Background: an optimization exercise with open tools, aiming at small area. Do not read the settings as production practice. No run shown here included a check of the RTL's function; only the layout flow was run. Power figures rest on the tool's default switching activity, not on a simulated workload.

## flow/design.v (module list and top-level ports; edited modules follow where they fit)
// module calc_mvd_cost: 723 lines
module calc_mvd_cost (
    input                       ap_clk,
    input                       ap_rst,
    input                       ap_start,
    input                       ap_ce,
    output logic                ap_done,
    output logic                ap_ready,
    output logic                ap_idle,
    input        [31:0]         x,
    input        [31:0]         y,
    input        [31:0]         mv_shift,
    input        [15:0]         mv_cand_0,
    input        [15:0]         mv_cand_1,
    input        [15:0]         mv_cand_2,
    input        [15:0]         mv_cand_3,
    output logic [63:0]         bitcost,
    output logic                bitcost_ap_vld,
    input        [63:0]         lambda_sqrt_integer_int64,
    input        [63:0]         lambda_sqrt_decimal_int64,
    output logic [63:0]         mvd_cost_int64,
    output logic                mvd_cost_int64_ap_vld
);
  // ...
==> flow/flow/run.sh <==
#!/bin/bash
set -euo pipefail
bash standard.sh "BUFFER_PORTS_ARGS=-buffer_cell sky130_fd_sc_hd__buf_1" finish > standard_flow.log 2>&1
==> flow/standard.sh <==
#!/bin/bash
# synth_recipe.tcl (not shown) runs the flow's synth.tcl, then flattens the netlist and writes it again
# the make line also repeats each setting of config.mk as NAME=value (left out here)
make -C /OpenROAD-flow-scripts/flow DESIGN_CONFIG=/design/flow/config.mk WORK_HOME=/design/flow/orfs CLKGATE_MAP_FILE= SYNTH_SCRIPT=/design/flow/synth_recipe.tcl "${@:-finish}"
==> flow/config.mk <==
export PLATFORM = sky130hd
export DESIGN_NAME = calc_mvd_cost
export DESIGN_NICKNAME = calc_mvd_cost
export VERILOG_FILES = /design/flow/design.v
export SDC_FILE = /design/flow/constraint.sdc
export NUM_CORES = 4
export LEC_CHECK = 0
export CAP_MARGIN = 20
export CORE_MARGIN = 2
export CORE_UTILIZATION = 40
export SLEW_MARGIN = 20
==> flow/constraint.sdc <==
create_clock -name core_clock -period 9.0 [get_ports {ap_clk}]
set_input_delay 1.8000 -clock core_clock [delete_from_list [all_inputs] [get_ports {ap_clk}]]
set_output_delay 1.8000 -clock core_clock [all_outputs]
set_load 0.01 [all_outputs]
==> results.json, run 1 <==
{
  "largest_class": "multi-input combinational cells",
  "synth_top_cell_area_share_pct": 27.6,
  "p_clk_uw": 1250,
  "synthTopCellsByCount": "inv_1 (435), nand2_1 (336), edfxtp_1 (282)",
  "cts_buffers": 31,
  "min_from": "r3[25]",
  "power.share.combinational_pct": 69.9,
  "worst_ep_required_time_ps": 9340,
  "place_area_sq_mm": 0.0343,
  "hold_violations": 0,
  "cts.sinks": 289,
  "fin_crit_ps": 8570,
  "synth_top_family_by_area": "adder cells",
  "fin_crit_sh_pct": 95.2,
  "skew_ps": 21.7,
  "vias_per_cell": 5.03,
  "critPathBufInv": 5,
  "grt_pass1_wl_mm": 119,
  "synth_compound_gate_area_share_pct": 11.1,
  "multi_input_cells": 2367,
  "cts.path.max_buffers": 3,
  "cts_tree": "yes",
  "outcome": "timing/DRC/antenna clean",
  "layout_common_cells": "inv_1 (434), nand2_1 (336), edfxtp_1 (282)",
  "grt-ovfl-total": 0,
  "hold_path_class": "flop to flop",
  "io_buffers": 278,
  "post_drt_wl_per_cell_microns": 15.5,
  "fp.dieArea_sq_mm": 0.0788,
  "synthFlopType": "edfxtp_1"
}
==> run 2, diff against run 1 <==
--- a/flow/config.mk
+++ b/flow/config.mk
@@ -10,2 +10,3 @@
 export CORE_UTILIZATION = 40
+export GPL_TIMING_DRIVEN = 0
 export SLEW_MARGIN = 20
==> run 2 against run 1 <==
- sequential power about the same
- critical path depth up 3
- still clean
- synthesized cell count unchanged
- count of clock-buffer cells in the layout up 3
- routed wire length up 5.9%
- area after synthesis unchanged
- largest cell class unchanged
- register-to-register slack worse by 220 ps
- via count about the same
- core utilization up 0.71 points
- clock power up 13%
- power up 1.7%
==> results.json, run 2 <==
{
  "outcome": "timing/DRC/antenna clean",
  "reg2reg_depth": 22,
  "synth_top_cell_area_share_pct": 27.6,
  "setup-violations-final": 0,
  "worst_ep_required_time_ps": 9290,
  "p_seq_share_pct": 19.7,
  "grt_max_degree": 36,
  "hpwl_mm": 62.2,
  "max-cap-violations": 0,
  "max_freq_ghz": 0.114,
  "grt_pass1_vias": 22900,
  "fin_crit_ps": 8780,
  "timing_worst_setup_path_type": "primary input to flop",
  "die_x_microns": 281,
  "cts_buffers": 35,
  "layout_common_cells": "inv_1 (432), nand2_1 (334), edfxtp_1 (282)",
  "route.vias.total": 23700,
  "cts-htree-levels": 2,
  "place_area_sq_mm": 0.0335,
  "gp_congestion": 0.955,
  "clockPowerShare_pct": 11.2,
  "drcViolationCount": 0,
  "rrSetupSlack_ps": 2000,
  "yosysMostFrequentCell": "inv_1",
  "ys_warn_count": 1,
  "worstPathMaxFanout": 10,
  "min_from": "li1[12]",
  "post_synth_num_cell_types": 105,
  "fp.dieArea_sq_mm": 0.0788,
  "io-pin-count": 425,
  "p_int_uw": 7050,
  "p_leak_uw": 0.0156,
  "grt_pass1_wl_mm": 121,
  "reg2reg_from": "m1[2]",
  "power.share.combinational_pct": 69.1,
  "drtIter0Drc": 1415,
  "totalPowerFinal_uw": 12600,
  "vias_per_cell": 5.05,
  "synth_area_leaders": "edfxtp_1 (28%), fa_1 (18%), ha_1 (6.5%)",
  "cts_tree": "yes",
  "synthFlopType": "edfxtp_1",
  "final.setup.worst_slack_ps": 224,
  "holdPathStages": 0,
  "grt-ovfl-total": 0,
  "fin_nets": 4362,
  "critPathCaptureType": "flop",
  "regArea_sq_mm": 0.00864,
  "cp-start-kind": "primary input",
  "netSwitchingPower_uw": 5530,
  "final_area_sq_mm": 0.0360,
  "hold_ws_ps": 395,
  "num_rows": 101,
  "syn_area_per_cell_sq_um": 9.61,
  "critPathBufInv": 8,
  "synthTopCellsByCount": "inv_1 (435), nand2_1 (336), edfxtp_1 (282)",
  "grt_antenna_before_repair": 9,
  "fin_crit_sh_pct": 97.5,
  "async_flop_share_pct": 2.42,
  "track_usage_pct": 19.3,
  "mostFrequentLayoutCell": "inv_1",
  "power_density_mw_per_mm2": 350,
  "netSwitchingFraction_pct": 44.0,
  "fill_cells": 7330,
  "insertion_delay_ps": 550,
  "cts-root-buf": "clkbuf_16",
  "r2r-end": "p2[28]",
  "cts_hold_buf": 0,
  "cts.sinks": 289,
  "initial_core_util_pct": 40.4,
  "post_drt_wl_per_cell_microns": 16.5,
  "skew_ps": 31.2,
  "core_sq_mm": 0.0759,
  "drv_slew": 0,
  "maxSlewHeadroom_pct": 39.9,
  "synthCells": 3190,
  "io_buffers": 277,
  "syn2layout_area_growth_pct": 17.4,
  "setup_tns_ps": 0,
  "synth_edf_count": 282,
  "crit_slowest_cell": "or4_4",
  "synthesis.area_sq_mm": 0.0306,
  "hold_path_class": "flop to flop",
  "die_y_microns": 281,
  "first_pass_iters": 6,
  "hold_violations": 0,
  "multi_input_area_sq_mm": 0.0204,
  "min_to": "li2[12]",
  "antenna_left": 0,
  "reg.largest.list": "r3 (44), r4 (44), r5 (44)",
  "wl_mm": 77.3,
  "crit_family": "compound AO/OA/AOI/OAI gates",
  "dp_slack_ps": -1700,
  "synth_top_cell_by_area": "edfxtp_1",
  "drive_above_1_share_pct": 12.3,
  "peakVddDrop_mv": 0.367,
  "cts.path.max_buffers": 3,
  "clk_pin_slew_ps": 60,
  "slowest_delay_ps": 600,
  "worstMarginPinSlew_ps": 890,
  "ys_seq_area_share_pct": 28.2,
  "cp.arrival_ps": 9060,
  "synth-seq-cells": 289
}
run 2: cell counts after synthesis:
Identical to the previous run, type by type.
run 2: cell families after synthesis:
group,share of synthesized area (%)
simple gates,17.8
buf+inv,8.59
compound gates,11.1
fa+ha+maj,24.4
flops,28.2
xor+xnor,4.65
mux,5.24
other cells,0.0245
run 2: worst max-delay path by stage:
stage / start / slack, ps / cells past startpoint / end
after floorplan: mv_shift[1] / 5 / 37 / m1[0]
after global placement: ap_ce / -6270 / 5 / ap_idle
after detailed placement: mv_shift[1] / -1700 / 36 / m1[0]
after CTS: mv_shift[0] / 6 / 34 / m1[0]
after global routing: mv_shift[0] / -50 / 36 / m1[0]
final: mv_shift[0] / 220 / 36 / m1[0]
run 2: through the flow:
| stage | util (%) | instances |
|---|---|---|
| floorplan | - | 3266 |
| global placement | 43.9 | 4573 |
| detailed placement | 44.1 | 4582 |
| CTS | 46.4 | 4656 |
| global route | 47.4 | 4700 |
| finish | 47.4 | 4700 |
run 2: repair_timing:
action | in CTS | in global routing
setup buffers | 15 | 40
pin swaps | 11 | 51
resized for setup | 109 | 104
setup endpoints to repair | 6 | 6
run 2: cell type report:
type                            instances  share of cell area, %
Inverter                              435                   4.55
Buffer                                170                   3.27
Antenna cell                            5                 0.0348
Sequential cell                       289                   24.0
Clock inverter                         24                  0.710
Clock buffer                           39                   2.54
Tap cell                             1030                   3.58
Timing Repair Buffer                  341                   4.58
Multi-Input combinational cell       2367                   56.7
run 2: power groups by stage:
stage          Clock, uW  Sequential, uW  Combinational (uW)
4_1_cts             1460            2490                8710
2_1_floorplan          0            2470                6750
3_3_place_gp           0            2530                8500
3_5_place_dp           0            2510                8600
5_1_grt             1510            2520                9980
6_report            1410            2480                8690
run 2: metal layers:
layer	vias to the layer above	global-route usage, %	share of wire, %
met5	-	0	0.067
met4	8	7.06	3.5
met3	138	2.34	4.0
li1	11600	-	-
met2	606	32.6	48
met1	11400	25.5	45
==> run 3, diff against run 2 <==
==> flow/flow/run.sh (replaced) <==
#!/bin/bash
set -euo pipefail
bash standard.sh "BUFFER_PORTS_ARGS=-buffer_cell sky130_fd_sc_hd__buf_1" GPL_KEEP_OVERFLOW=0 finish > standard_flow.log 2>&1
--- a/flow/config.mk
+++ b/flow/config.mk
@@ -10,3 +10,2 @@
 export CORE_UTILIZATION = 40
-export GPL_TIMING_DRIVEN = 0
 export SLEW_MARGIN = 20
==> run 3 against run 2 <==
- final cell count decreased by 4.1%
- still clean on timing, DRC and antenna
- clock power shrank 4%
- critical path depth decreased by 4
- area after synthesis did not move
- via count decreased by 3.0%
- largest power group unchanged
- global-route usage is 1.2 points lower
- non-clock buffer count is 185 lower
- core utilization is 1.6 points lower
- worst hold slack gained 9.1 ps
- sequential share of layout area rose by 0.83 points
- count of clock-buffer cells in the layout shrank 2
==> results.json, run 3 <==
{
  "outcome": "timing/DRC/antenna clean",
  "first_pass_iters": 6,
  "final.setup.worst_slack_ps": 271,
  "hold_path_class": "flop to flop",
  "async_flop_share_pct": 2.42,
  "skew_ps": 30.7,
  "route.vias.total": 23000,
  "ys_seq_area_share_pct": 28.2,
  "crit_slowest_cell": "or4_4",
  "maxSlewHeadroom_pct": 21.6,
  "power_density_mw_per_mm2": 357,
  "timing_worst_setup_path_type": "primary input to flop",
  "worst_ep_required_time_ps": 9330,
  "drv_slew": 0,
  "fin_crit_ps": 8730,
  "cts_buffers": 31,
  "die_y_microns": 281,
  "post_drt_wl_per_cell_microns": 16.1,
  "drive_above_1_share_pct": 8.20,
  "grt_pass1_wl_mm": 117,
  "grt_max_degree": 41,
  "cts_hold_buf": 0,
  "drcViolationCount": 0,
  "synth_area_leaders": "edfxtp_1 (28%), fa_1 (18%), ha_1 (6.5%)",
  "hold_ws_ps": 404,
  "dp_slack_ps": -1680,
  "peakVddDrop_mv": 0.353,
  "grt_antenna_before_repair": 5,
  "track_usage_pct": 18.2,
  "reg.largest.list": "r3 (44), r4 (44), r5 (44)",
  "synth_top_cell_by_area": "edfxtp_1",
  "worstPathMaxFanout": 21,
  "worstMarginPinSlew_ps": 1160,
  "setup-violations-final": 0,
  "fin_nets": 4175,
  "ys_warn_count": 1,
  "layout_common_cells": "inv_1 (432), nand2_1 (335), edfxtp_1 (282)",
  "grt_pass1_vias": 22600,
  "critPathBufInv": 6,
  "post_synth_num_cell_types": 105,
  "synth-seq-cells": 289,
  "cts-htree-levels": 1,
  "hpwl_mm": 57.1,
  "syn_area_per_cell_sq_um": 9.61,
  "num_rows": 101,
  "slowest_delay_ps": 590,
  "fin_crit_sh_pct": 97.0,
  "cts-root-buf": "clkbuf_16",
  "synthTopCellsByCount": "inv_1 (435), nand2_1 (336), edfxtp_1 (282)",
  "yosysMostFrequentCell": "inv_1",
  "cp.arrival_ps": 9060,
  "p_leak_uw": 0.0148,
  "wl_mm": 72.5,
  "mostFrequentLayoutCell": "inv_1",
  "insertion_delay_ps": 610,
  "crit_family": "compound AO/OA/AOI/OAI gates",
  "gp_congestion": 0.899,
  "die_x_microns": 281,
  "grt-ovfl-total": 0,
  "synthFlopType": "edfxtp_1",
  "clk_pin_slew_ps": 60,
  "cts_tree": "yes",
  "max_freq_ghz": 0.115,
  "synthCells": 3190,
  "synthesis.area_sq_mm": 0.0306,
  "drtIter0Drc": 1422,
  "cts.sinks": 289,
  "initial_core_util_pct": 40.4,
  "hold_violations": 0,
  "cts.path.max_buffers": 3,
  "io-pin-count": 425,
  "synth_top_cell_area_share_pct": 27.6,
  "fp.dieArea_sq_mm": 0.0788,
  "io_buffers": 278,
  "max-cap-violations": 0,
  "antenna_left": 0,
  "cp-start-kind": "primary input",
  "critPathCaptureType": "flop",
  "core_sq_mm": 0.0759,
  "syn2layout_area_growth_pct": 13.4,
  "vias_per_cell": 5.11,
  "synth_edf_count": 282
}
[run 3: changes by cell type in the layout (fill, tap and decap cells not counted), sizes merged]
cell,before,now
diode,5,2
bufinv,4,7
clkinv,16,7
clkinvlp,2,4
buf,452,320
or3,19,20
clkbuf,98,43
[run 3: worst register-to-register path: stages, from the launching register on]
cell and delay [ps]:
edfxtp_1 800, buf_8 250, nand2_1 90, fa_1 510, inv_1 50, fa_1 470, inv_1 50, fa_1 470
inv_1 50, fa_1 440, ha_1 380, a21o_1 180, o221a_2 290, o221a_2 270, a311o_1 400, a31oi_1 230
a21oi_1 130, and2_1 180, o21ai_0 310, a21boi_0 230, o41ai_1 440, o211a_1 250, xnor2_1 60
[run 3: layout make-up]
type,instances,area [sq um]
diodes,2,5.00
clock buffers,37,798
clock inverters,19,295
fillers,7309,41200
inverters,435,1650
multi-input cells,2368,20300
flip-flops and latches,289,8640
well taps,1030,1290
repair buffers,326,1810
repair inverters,1,5.00
[run 3: through the flow]
| stage | TNS [ps] | instances | instance area [sq um] | utilization, % | total power (uW) |
|---|---|---|---|---|---|
| floorplan | 0 | 3266 | 31000 | - | 9210 |
| global placement | -1382620 | 4399 | 32300 | 42.5 | 11000 |
| detailed placement | -9150 | 4419 | 32700 | 43.1 | 11000 |
| CTS | 0 | 4484 | 34100 | 44.9 | 12500 |
| global route | -56.4 | 4506 | 34800 | 45.8 | 13800 |
| finish | 0 | 4507 | 34800 | 45.8 | 12400 |
[run 3: power by group]
group	leakage (uW)	internal [uW]	switching (uW)
logic	0.0114	3810	4680
clock network	0.000523	834	527
registers	0.00284	2340	204
total	0.0148	6980	5420
[run 3: what timing repair did]
action / in CTS / in global routing
cloned: 2 / 3
buffers inserted: 7 / 16
endpoints found under the setup margin: 6 / 6
gates resized for setup: 41 / 77
pin swaps: 8 / 17
[run 3: per-layer routing]
metal	global-route usage (%)	wire, microns	vias to the layer above
met3	2.16	3360	124
met5	0	46	-
li1	-	-	11300
met2	30.4	34100	524
met4	5.35	2040	6
met1	24.7	32900	11100
[run 3: logic make-up (layout without fill, tap and decap cells)]
| family | count (synthesis) | count (layout) | synth area share [%] |
|---|---|---|---|
| AOI/OAI and AO/OA | 508 | 508 | 11.1 |
| xor gates and xnor gates | 160 | 160 | 4.65 |
| adders and majority gates | 434 | 434 | 24.4 |
| buffers and inverters | 610 | 818 | 8.59 |
| DFF | 289 | 289 | 28.2 |
| muxes | 131 | 131 | 5.24 |
| other | 2 | 80 | 0.0245 |
| and+or+nand+nor | 1056 | 1057 | 17.8 |
[run 3: path summary, 6_finish.rpt]
check | depth (start not counted) | startpoint | end | slack [ps]
min in group asynchronous | 2 | ap_rst | vld[3] | 1120
worst min-delay path | 0 | r3[26] | r4[26] | 400
worst min register to register | 0 | r3[26] | r4[26] | 400
max in group asynchronous | 2 | ap_rst | ap_idle_r | 7610
worst max register to register | 22 | m1[1] | p2[28] | 2240
worst max-delay path | 32 | mv_shift[2] | m1[5] | 270

[what the ideal ports hide]
The results above use ideal ports. As a check the final layouts listed here were re-extracted and re-timed, cells and wires unchanged. Step 1, drivers: a clkbuf_16 drives ap_clk and a buf_2 each remaining input, both assumed. Step 2 adds t to the input delays and takes it off the output delays; t is the mean of the earliest and latest rising clock arrival at the registers after step 1. Input paths then give back, and output paths get back, about the clock's delay inside the block. Three values: no drivers, after step 1, after step 2; two values: the first two.
run | shift t [ns] | setup slack, ns | worst data-port slew with drivers (ns)
run 1 | 0.643 | 0.432 / 0.466 / -0.177 | 0.11
run 2 | 0.597 | 0.224 / 0.254 / -0.343 | 0.10
run 3 | 0.647 | 0.271 / 0.295 / -0.352 | 0.11
Met with ideal ports but missed after step 2: setup timing in every run listed. The setup slack of run 3, which loses most, moves by +0.024 ns with the drivers and by -0.623 ns with both steps.
